What follows belongs to an exercise in optimizing a design on an open flow for small area and a short achievable clock period; a production flow would make more cautious choices. At most, simulation tests tie the RTL to the original design; equivalence was not proved. Power figures rest on the tool's default switching activity, not on a simulated workload.

==> run F <==
// darkriscv
module darkriscv
(
    input             CLK,    
    input             RES,    
    input             HLT,    
    input      [31:0] IDATA,  
    output     [31:0] IADDR,  
    input      [31:0] DATAI,  
    output     [31:0] DATAO,  
    output     [31:0] DADDR,  
    output     [ 2:0] DLEN,  
    output            DRW,   
    output            DRD,   
    output            DWR,   
    output            DAS,   
    output [3:0]  DEBUG        
);
    reg XRES;
    reg        HLT2;
    reg [31:0] IDATA2;
    always@(posedge CLK)
    begin
        HLT2 <= HLT;
        if(HLT2^HLT) IDATA2 <= IDATA;
    end
    wire [31:0] IDATAX = HLT2 ? IDATA2 : IDATA;
    wire [6:0] NOP  = IDATAX[6:0];
    wire [2:0] NF3  = IDATAX[14:12];
    wire [4:0] NRS1 = IDATAX[19:15];
    wire [4:0] NRS2 = IDATAX[24:20];
    wire NLUI   = NOP==7'b01101_11;
    wire NAUIPC = NOP==7'b00101_11;
    wire NJAL   = NOP==7'b11011_11;
    wire NJALR  = NOP==7'b11001_11;
    wire NBCC   = NOP==7'b11000_11;
    wire NLCC   = NOP==7'b00000_11;
    wire NSCC   = NOP==7'b01000_11;
    wire NMCC   = NOP==7'b00100_11;
    wire NRCC   = NOP==7'b01100_11;
    wire [31:0] NSIMM =
  ...
clock: 11.0 ns
lec_check: 0
cap_margin: 10
core_margin: 2
core_utilization: 30
cts_cluster_diameter: 75
cts_cluster_size: 25
place_density: 0.5
slew_margin: 10
tns_end_percent: 10
standard.sh (not shown) runs the stock make flow with config.mk's settings and CLKGATE_MAP_FILE= SYNTH_SCRIPT=/design/flow/synth_recipe.tcl, a recipe that flattens the netlist after the stock synthesis.
==> flow/flow/run.sh <==
#!/bin/bash
# Layout flow: the standard flow (standard synthesis and every ORFS step
# unchanged), except:
#  - the input and output port buffers are buf_2 cells instead of ORFS's
#    default choice, a slow delay-cell buffer;
set -euo pipefail
export BUFFER_PORTS_ARGS="-buffer_cell sky130_fd_sc_hd__buf_2"
export MAKEFLAGS="SETUP_SLACK_MARGIN=6"
bash standard.sh > "$PWD/log_standard_flow.log" 2>&1
==> run E: changes against run F <==
==> flow/design.v (replaced) <==
`timescale 1ns / 1ps
module darkriscv
(
    input             CLK,    
    input             RES,    
    input             HLT,    
    input      [31:0] IDATA,  
    output     [31:0] IADDR,  
    input      [31:0] DATAI,  
    output     [31:0] DATAO,  
    output     [31:0] DADDR,  
    output     [ 2:0] DLEN,  
    output            DRW,   
    output            DRD,   
    output            DWR,   
    output            DAS,   
    output [3:0]  DEBUG        
);
    reg XRES;
    reg        HLT2;
    reg [31:0] IDATA2;
    always@(posedge CLK)
    begin
        HLT2 <= HLT;
        if(HLT2^HLT) IDATA2 <= IDATA;
    end
    wire [31:0] IDATAX = XRES ? 0 : HLT2 ? IDATA2 : IDATA;
    wire [6:0] NOP  = IDATAX[6:0];
    wire [2:0] NF3  = IDATAX[14:12];
    wire [4:0] NRS1 = IDATAX[19:15];
    wire [4:0] NRS2 = IDATAX[24:20];
    wire NLUI   = NOP==7'b01101_11;
    wire NAUIPC = NOP==7'b00101_11;
    wire NJAL   = NOP==7'b11011_11;
    wire NJALR  = NOP==7'b11001_11;
    wire NBCC   = NOP==7'b11000_11;
    wire NLCC   = NOP==7'b00000_11;
    wire NSCC   = NOP==7'b01000_11;
    wire NMCC   = NOP==7'b00100_11;
    wire NRCC   = NOP==7'b01100_11;
    wire [31:0] NSIMM =
                 NSCC ? { {20{IDATAX[31]}}, IDATAX[31:25],IDATAX[11:7] } :
                 NBCC ? { {19{IDATAX[31]}}, IDATAX[31],IDATAX[7],IDATAX[30:25],IDATAX[11:8],1'b0 } :
                 NJAL ? { {11{IDATAX[31]}}, IDATAX[31], IDATAX[19:12], IDATAX[20], IDATAX[30:21], 1'b0 } :
                 NLUI||NAUIPC ? { IDATAX[31:12], 12'd0 } :
                        { {20{IDATAX[31]}}, IDATAX[31:20] };
    reg [4:0]  DPTR;
    reg [2:0]  FCT3;
    reg        F7B5;
    reg [31:0] SIMM;
    reg        XLUI, XAUIPC, XJAL, XJALR, XBCC, XLCC, XSCC, XWR, XSGN, XSUB;
    reg        SADD, SSLL, SLT, SXOR, SSR, SOR, SAND, SLD, SPC, SLNK, SIMMS;
    reg [1:0]  FLUSH;
    reg [31:0] NXPC2;
    reg [31:0] A, B;      
    reg [31:0] REGS [1:31];
    wire        NF = FLUSH==0;
    wire    LUI = NF && XLUI;
    wire  AUIPC = NF && XAUIPC;
    wire    JAL = NF && XJAL;
    wire   JALR = NF && XJALR;
    wire    BCC = NF && XBCC;
    wire    LCC = NF && XLCC;
    wire    SCC = NF && XSCC;
    wire [31:0] LDATA = FCT3[1:0]==0 ? { FCT3[2]==0&&DATAI[ 7] ? 24'hffffff : 24'd0 , DATAI[ 7: 0] } :
                        FCT3[1:0]==1 ? { FCT3[2]==0&&DATAI[15] ? 16'hffff   : 16'd0 , DATAI[15: 0] } :
                                        DATAI;
    wire [31:0] ADDSUB = XSUB ? A-B : A+B;
    wire [32:0] CMPD = {XSGN&A[31],A} - {XSGN&B[31],B};
    wire        LT = CMPD[32];
    wire        EQ = A==B;
    wire [31:0] SLL = A << B[4:0];
    wire [31:0] SRX = $signed({F7B5&A[31],A}) >>> B[4:0];
    wire [31:0] RMDATA = (SADD ? ADDSUB : 0) |
                         (SSLL ? SLL : 0) |
                         (SLT  ? {31'd0,LT} : 0) |
                         (SXOR ? A^B : 0) |
                         (SSR  ? SRX : 0) |
                         (SOR  ? A|B : 0) |
                         (SAND ? A&B : 0);
    wire BMUX = FCT3[2] ? LT^FCT3[0] : !FCT3[1] && (EQ^FCT3[0]);
    wire [31:0] PC     = NXPC2 - 8;
    wire [31:0] NXPC   = NXPC2 - 4;
    wire [31:0] PCSIMM = PC + SIMM;
    assign DADDR = A + SIMM;
    wire        JREQ = JAL||JALR||(BCC && BMUX);
    wire [31:0] JVAL = JALR ? DADDR : PCSIMM;
    wire [31:0] WDATA = SLD   ? LDATA :
                        SPC   ? PCSIMM :
                        SLNK  ? NXPC :
                        SIMMS ? SIMM :
                                RMDATA;
    wire WEN = NF && XWR && !XRES && !HLT;
    integer i;
    always@(posedge CLK)
    begin
        XRES <= RES;
        FLUSH <= XRES ? 2 : HLT ? FLUSH :
                 FLUSH ? FLUSH-1 :
                 JREQ ? 2 : 0;
        NXPC2 <= XRES ? 32'd0 : HLT ? NXPC2 :
                 JREQ ? JVAL :
                        NXPC2+4;
        for(i=1;i!=32;i=i+1)
            if(WEN && DPTR==i) REGS[i] <= WDATA;
        if(!HLT)
        begin
            DPTR   <= IDATAX[11:7];
            FCT3   <= NF3;
            F7B5   <= IDATAX[30];
            SIMM   <= NSIMM;
            XLUI   <= NLUI;
            XAUIPC <= NAUIPC;
            XJAL   <= NJAL;
            XJALR  <= NJALR;
            XBCC   <= NBCC;
            XLCC   <= NLCC;
            XSCC   <= NSCC;
            XWR    <= IDATAX[11:7]!=0 && (NLCC||NAUIPC||NJAL||NJALR||NLUI||NMCC||NRCC);
            XSGN   <= NBCC ? !NF3[1] : !NF3[0];
            XSUB   <= NRCC && NF3==0 && IDATAX[30];
            SLD    <= NLCC;
            SPC    <= NAUIPC;
            SLNK   <= NJAL||NJALR;
            SIMMS  <= NLUI;
            SADD   <= NF3==0;
            SSLL   <= NF3==1;
            SLT    <= NF3==2||NF3==3;
            SXOR   <= NF3==4;
            SSR    <= NF3==5;
            SOR    <= NF3==6;
            SAND   <= NF3==7;
            A <= NRS1==0 ? 0 :
                 WEN && DPTR==NRS1 ? WDATA : REGS[NRS1];
            B <= NMCC ? (NF3==3 ? { 20'd0, IDATAX[31:20] } : NSIMM) :
                 NRS2==0 ? 0 :
                 WEN && DPTR==NRS2 ? WDATA : REGS[NRS2];
        end
    end
    assign DATAO = B;
    assign DRW     = !SCC;
    assign DLEN[0] = (SCC||LCC)&&FCT3[1:0]==0;  
    assign DLEN[1] = (SCC||LCC)&&FCT3[1:0]==1;  
    assign DLEN[2] = (SCC||LCC)&&FCT3[1:0]==2;  
    assign DWR     = SCC;
    assign DRD     = LCC;
    assign DAS     = SCC||LCC;
    assign IADDR = NXPC2;
    assign DEBUG = { XRES, |FLUSH, SCC, LCC };
endmodule
==> flow/run.sh (new file) <==
#!/bin/bash
# synth_recipe.tcl (not shown) runs the flow's synth.tcl, then flattens the netlist and writes it again
# the make line also repeats each setting of config.mk as NAME=value (left out here)
make -C /OpenROAD-flow-scripts/flow DESIGN_CONFIG=/design/flow/config.mk WORK_HOME=/design/flow/orfs CLKGATE_MAP_FILE= SYNTH_SCRIPT=/design/flow/synth_recipe.tcl finish
==> flow/config.mk (replaced) <==
export PLATFORM = sky130hd
export DESIGN_NAME = darkriscv
export DESIGN_NICKNAME = darkriscv
export VERILOG_FILES = /design/flow/design.v
export SDC_FILE = /design/flow/constraint.sdc
export NUM_CORES = 4
export LEC_CHECK = 0
export CAP_MARGIN = 20
export CORE_MARGIN = 2
export CORE_UTILIZATION = 40
export SLEW_MARGIN = 20
removed: flow/flow/run.sh
removed: flow/standard.sh
==> run X: changes against run F <==
--- a/flow/design.v
+++ b/flow/design.v
@@ -20,15 +20,15 @@
     reg        HLT2;
     reg [31:0] IDATA2;
     always@(posedge CLK)
     begin
         HLT2 <= HLT;
         if(HLT2^HLT) IDATA2 <= IDATA;
     end
-    wire [31:0] IDATAX = HLT2 ? IDATA2 : IDATA;
+    wire [31:0] IDATAX = XRES ? 0 : HLT2 ? IDATA2 : IDATA;
     wire [6:0] NOP  = IDATAX[6:0];
     wire [2:0] NF3  = IDATAX[14:12];
     wire [4:0] NRS1 = IDATAX[19:15];
     wire [4:0] NRS2 = IDATAX[24:20];
     wire NLUI   = NOP==7'b01101_11;
     wire NAUIPC = NOP==7'b00101_11;
     wire NJAL   = NOP==7'b11011_11;
@@ -65,15 +65,15 @@
     wire [31:0] LDATA = FCT3[1:0]==0 ? { FCT3[2]==0&&DATAI[ 7] ? 24'hffffff : 24'd0 , DATAI[ 7: 0] } :
                         FCT3[1:0]==1 ? { FCT3[2]==0&&DATAI[15] ? 16'hffff   : 16'd0 , DATAI[15: 0] } :
                                         DATAI;
     wire [32:0] ASX = {XSGN&A[31],A};
     wire [32:0] BSX = {XSGN&B[31],B} ^ {33{XSUB}};
     wire [32:0] ADDSUB = ASX + BSX + {32'd0,XSUB};
     wire        LT = ADDSUB[32];
-    wire        EQ = ADDSUB[31:0]==0;  
+    wire        EQ = A==B;
     wire        SLEFT = !FCT3[2];
     wire [31:0] SHIN;
     wire [31:0] SHOUT;
     wire [31:0] SRX = $signed({F7B5&A[31]&!SLEFT,SHIN}) >>> B[4:0];
     genvar g;
     generate
         for(g=0;g!=32;g=g+1)
@@ -88,16 +88,15 @@
                          (SXOR ? A^B : 0) |
                          (SOR  ? A|B : 0) |
                          (SAND ? A&B : 0);
     wire BMUX = FCT3[2] ? LT^FCT3[0] : !FCT3[1] && (EQ^FCT3[0]);
     wire [31:0] PC     = NXPC2 - 8;
     wire [31:0] NXPC   = NXPC2 - 4;
     wire [31:0] PCSIMM = PC + SIMM;
-    reg  [5:0]  DLO;
-    reg         DC6, DCS0, DCS1;
+    wire [12:0] DLO   = {1'b0,A[11:0]} + {1'b0,SIMM[11:0]};
     wire [19:0] AHINC;
     wire [19:0] AHDEC;
     genvar h;
     generate
         for(h=0;h!=20;h=h+1)
         begin : incdec
             if(h==0)
@@ -108,32 +107,24 @@
             else
             begin
                 assign AHINC[h] = A[12+h] ^  (&A[12+h-1:12]);
                 assign AHDEC[h] = A[12+h] ^ !(|A[12+h-1:12]);
             end
         end
     endgenerate
-    wire [5:0]  DMID = A[11:6] + SIMM[11:6] + {5'd0,DC6};
-    wire        DC12 = DC6 ? DCS1 : DCS0;
-    wire        DINC = DC12 && !SIMM[11];
-    wire        DDEC = !DC12 && SIMM[11];
-    wire [19:0] DHI = DINC ? AHINC : DDEC ? AHDEC : A[31:12];
-    assign DADDR = { DHI, DMID, DLO };
+    wire [19:0] DHI   = DLO[12]==SIMM[11] ? A[31:12] : DLO[12] ? AHINC : AHDEC;
+    assign DADDR = { DHI, DLO[11:0] };
     wire        JREQ = JAL||JALR||(BCC && BMUX);
     wire [31:0] JVAL = JALR ? DADDR : PCSIMM;
     wire [31:0] WDATA = SLD   ? LDATA :
                         SPC   ? PCSIMM :
                         SLNK  ? NXPC :
                         SIMMS ? SIMM :
                                 RMDATA;
     wire WEN = NF && XWR && !XRES && !HLT;
-    wire [31:0] ANEXT   = NRS1==0 ? 0 : WEN && DPTR==NRS1 ? WDATA : REGS[NRS1];
-    wire [6:0]  DLONEXT = {1'b0,ANEXT[5:0]} + {1'b0,NSIMM[5:0]};
-    wire [6:0]  DHNEXT0 = {1'b0,ANEXT[11:6]} + {1'b0,NSIMM[11:6]};          
-    wire [6:0]  DHNEXT1 = {1'b0,ANEXT[11:6]} + {1'b0,NSIMM[11:6]} + 7'd1;   
     integer i;
     always@(posedge CLK)
     begin
         XRES <= RES;
         FLUSH <= XRES ? 2 : HLT ? FLUSH :
                  FLUSH ? FLUSH-1 :
                  JREQ ? 2 : 0;
@@ -164,19 +155,16 @@
             SIMMS  <= NLUI;
             SADD   <= NF3==0;
             SSH    <= NF3==1||NF3==5;
             SLT    <= NF3==2||NF3==3;
             SXOR   <= NF3==4;
             SOR    <= NF3==6;
             SAND   <= NF3==7;
-            A    <= ANEXT;
-            DLO  <= DLONEXT[5:0];
-            DC6  <= DLONEXT[6];
-            DCS0 <= DHNEXT0[6];
-            DCS1 <= DHNEXT1[6];
+            A <= NRS1==0 ? 0 :
+                 WEN && DPTR==NRS1 ? WDATA : REGS[NRS1];
             B <= NMCC ? (NF3==3 ? { 20'd0, IDATAX[31:20] } : NSIMM) :
                  NRS2==0 ? 0 :
                  WEN && DPTR==NRS2 ? WDATA : REGS[NRS2];
         end
     end
     assign DATAO = B;
     assign DRW     = !SCC;
==> flow/run.sh (new file) <==
#!/bin/bash
# synth_recipe.tcl (not shown) runs the flow's synth.tcl, then flattens the netlist and writes it again
# the make line also repeats each setting of config.mk as NAME=value (left out here)
make -C /OpenROAD-flow-scripts/flow DESIGN_CONFIG=/design/flow/config.mk WORK_HOME=/design/flow/orfs CLKGATE_MAP_FILE= SYNTH_SCRIPT=/design/flow/synth_recipe.tcl finish
==> flow/config.mk (replaced) <==
export PLATFORM = sky130hd
export DESIGN_NAME = darkriscv
export DESIGN_NICKNAME = darkriscv
export VERILOG_FILES = /design/flow/design.v
export SDC_FILE = /design/flow/constraint.sdc
export NUM_CORES = 4
export LEC_CHECK = 0
export CAP_MARGIN = 20
export CORE_MARGIN = 2
export CORE_UTILIZATION = 40
export SETUP_SLACK_MARGIN = 4
export SLEW_MARGIN = 20
removed: flow/flow/run.sh
removed: flow/standard.sh
==> run K: changes against run F <==
--- a/flow/design.v
+++ b/flow/design.v
@@ -89,15 +89,15 @@
                          (SOR  ? A|B : 0) |
                          (SAND ? A&B : 0);
     wire BMUX = FCT3[2] ? LT^FCT3[0] : !FCT3[1] && (EQ^FCT3[0]);
     wire [31:0] PC     = NXPC2 - 8;
     wire [31:0] NXPC   = NXPC2 - 4;
     wire [31:0] PCSIMM = PC + SIMM;
     reg  [5:0]  DLO;
-    reg         DC6, DCS0, DCS1;
+    reg         DC6;
     wire [19:0] AHINC;
     wire [19:0] AHDEC;
     genvar h;
     generate
         for(h=0;h!=20;h=h+1)
         begin : incdec
             if(h==0)
@@ -108,32 +108,31 @@
             else
             begin
                 assign AHINC[h] = A[12+h] ^  (&A[12+h-1:12]);
                 assign AHDEC[h] = A[12+h] ^ !(|A[12+h-1:12]);
             end
         end
     endgenerate
-    wire [5:0]  DMID = A[11:6] + SIMM[11:6] + {5'd0,DC6};
-    wire        DC12 = DC6 ? DCS1 : DCS0;
-    wire        DINC = DC12 && !SIMM[11];
-    wire        DDEC = !DC12 && SIMM[11];
+    wire [6:0]  DMID0 = {1'b0,A[11:6]} + {1'b0,SIMM[11:6]};
+    wire [6:0]  DMID1 = {1'b0,A[11:6]} + {1'b0,SIMM[11:6]} + 7'd1;
+    wire [6:0]  DMID  = DC6 ? DMID1 : DMID0;
+    wire        DINC  = DMID[6] && !SIMM[11];
+    wire        DDEC  = !DMID[6] && SIMM[11];
     wire [19:0] DHI = DINC ? AHINC : DDEC ? AHDEC : A[31:12];
-    assign DADDR = { DHI, DMID, DLO };
+    assign DADDR = { DHI, DMID[5:0], DLO };
     wire        JREQ = JAL||JALR||(BCC && BMUX);
     wire [31:0] JVAL = JALR ? DADDR : PCSIMM;
     wire [31:0] WDATA = SLD   ? LDATA :
                         SPC   ? PCSIMM :
                         SLNK  ? NXPC :
                         SIMMS ? SIMM :
                                 RMDATA;
     wire WEN = NF && XWR && !XRES && !HLT;
     wire [31:0] ANEXT   = NRS1==0 ? 0 : WEN && DPTR==NRS1 ? WDATA : REGS[NRS1];
     wire [6:0]  DLONEXT = {1'b0,ANEXT[5:0]} + {1'b0,NSIMM[5:0]};
-    wire [6:0]  DHNEXT0 = {1'b0,ANEXT[11:6]} + {1'b0,NSIMM[11:6]};          
-    wire [6:0]  DHNEXT1 = {1'b0,ANEXT[11:6]} + {1'b0,NSIMM[11:6]} + 7'd1;   
     integer i;
     always@(posedge CLK)
     begin
         XRES <= RES;
         FLUSH <= XRES ? 2 : HLT ? FLUSH :
                  FLUSH ? FLUSH-1 :
                  JREQ ? 2 : 0;
@@ -167,16 +166,14 @@
             SLT    <= NF3==2||NF3==3;
             SXOR   <= NF3==4;
             SOR    <= NF3==6;
             SAND   <= NF3==7;
             A    <= ANEXT;
             DLO  <= DLONEXT[5:0];
             DC6  <= DLONEXT[6];
-            DCS0 <= DHNEXT0[6];
-            DCS1 <= DHNEXT1[6];
             B <= NMCC ? (NF3==3 ? { 20'd0, IDATAX[31:20] } : NSIMM) :
                  NRS2==0 ? 0 :
                  WEN && DPTR==NRS2 ? WDATA : REGS[NRS2];
         end
     end
     assign DATAO = B;
     assign DRW     = !SCC;
==> flow/flow/run.sh (replaced) <==
#!/bin/bash
# Layout flow: the standard flow (standard synthesis and every ORFS step
# unchanged), except that the input and output port buffers are buf_4 cells
# instead of ORFS's default choice, a slow delay-cell buffer.
set -euo pipefail
export BUFFER_PORTS_ARGS="-buffer_cell sky130_fd_sc_hd__buf_4"
bash standard.sh > "$PWD/log_standard_flow.log" 2>&1
==> flow/config.mk (replaced) <==
export PLATFORM = sky130hd
export DESIGN_NAME = darkriscv
export DESIGN_NICKNAME = darkriscv
export VERILOG_FILES = /design/flow/design.v
export SDC_FILE = /design/flow/constraint.sdc
export NUM_CORES = 4
export LEC_CHECK = 0
export CAP_MARGIN = 20
export CORE_MARGIN = 2
export CORE_UTILIZATION = 30
export PLACE_DENSITY = 0.5
export SETUP_SLACK_MARGIN = 5
export SLEW_MARGIN = 20
==> run summary <==
Run E completed without violations. Run X completed without violations. Run K went through all stages and came out clean. Run F passed the timing, design-rule and antenna checks. Sequential share of layout area: run X is higher than run K (0.72 points). Of run K and run E, run E has the higher utilization (gap 11 points). Clock power: run F < run X < run E < run K. First-iteration DRC count: run K is larger than run F (6.4%). Between run E and run K, the lower combinational power is in run E (gap about 18%, measured against run K). The lowest die area belongs to run X, the highest to run K. Against run K, the non-clock buffer count of run X is lower by 43. Cell area: run X < run K < run E < run F. Global-route usage: run K < run F < run E < run X. Setup slack, lowest first: run E, run X, run K, run F.
Only the layout flow was run in run X; the RTL was not checked for function there.

==> re-timing with driven ports <==
The flow's constraints put no driver on any port. The routed layouts listed below were extracted and timed again, unchanged, in two steps.
Step 1 (the two cells are an assumption about what drives the block):
set clk [get_ports {CLK}]
set_driving_cell -lib_cell sky130_fd_sc_hd__clkbuf_16 $clk
set_driving_cell -lib_cell sky130_fd_sc_hd__buf_2 [delete_from_list [all_inputs] $clk]
Step 2 adds t to the input delays and takes it off the output delays; t is the mean of the earliest and latest rising clock arrival at the registers after step 1. Input paths then give back, and output paths get back, about the clock's delay inside the block.
Three values: ideal ports, drivers, drivers and shift; two values: the first two.
run	t (ns)	slack for setup (ns)	worst register clock-pin slew, ns	worst slew at a driven data input, ns
run F	0.827	5.588 / 5.500 / 4.847	0.10 / 0.10	0.05
run E	0.833	3.807 / 3.725 / 4.016	0.07 / 0.07	0.07
run X	0.849	3.980 / 3.900 / 3.803	0.07 / 0.07	0.06
run K	0.871	4.826 / 4.805 / 4.011	0.07 / 0.07	0.11
After both steps every run listed still meets setup and hold. For run K, which loses most, drivers alone change the setup slack by -0.021 ns; drivers and shift together by -0.815 ns.
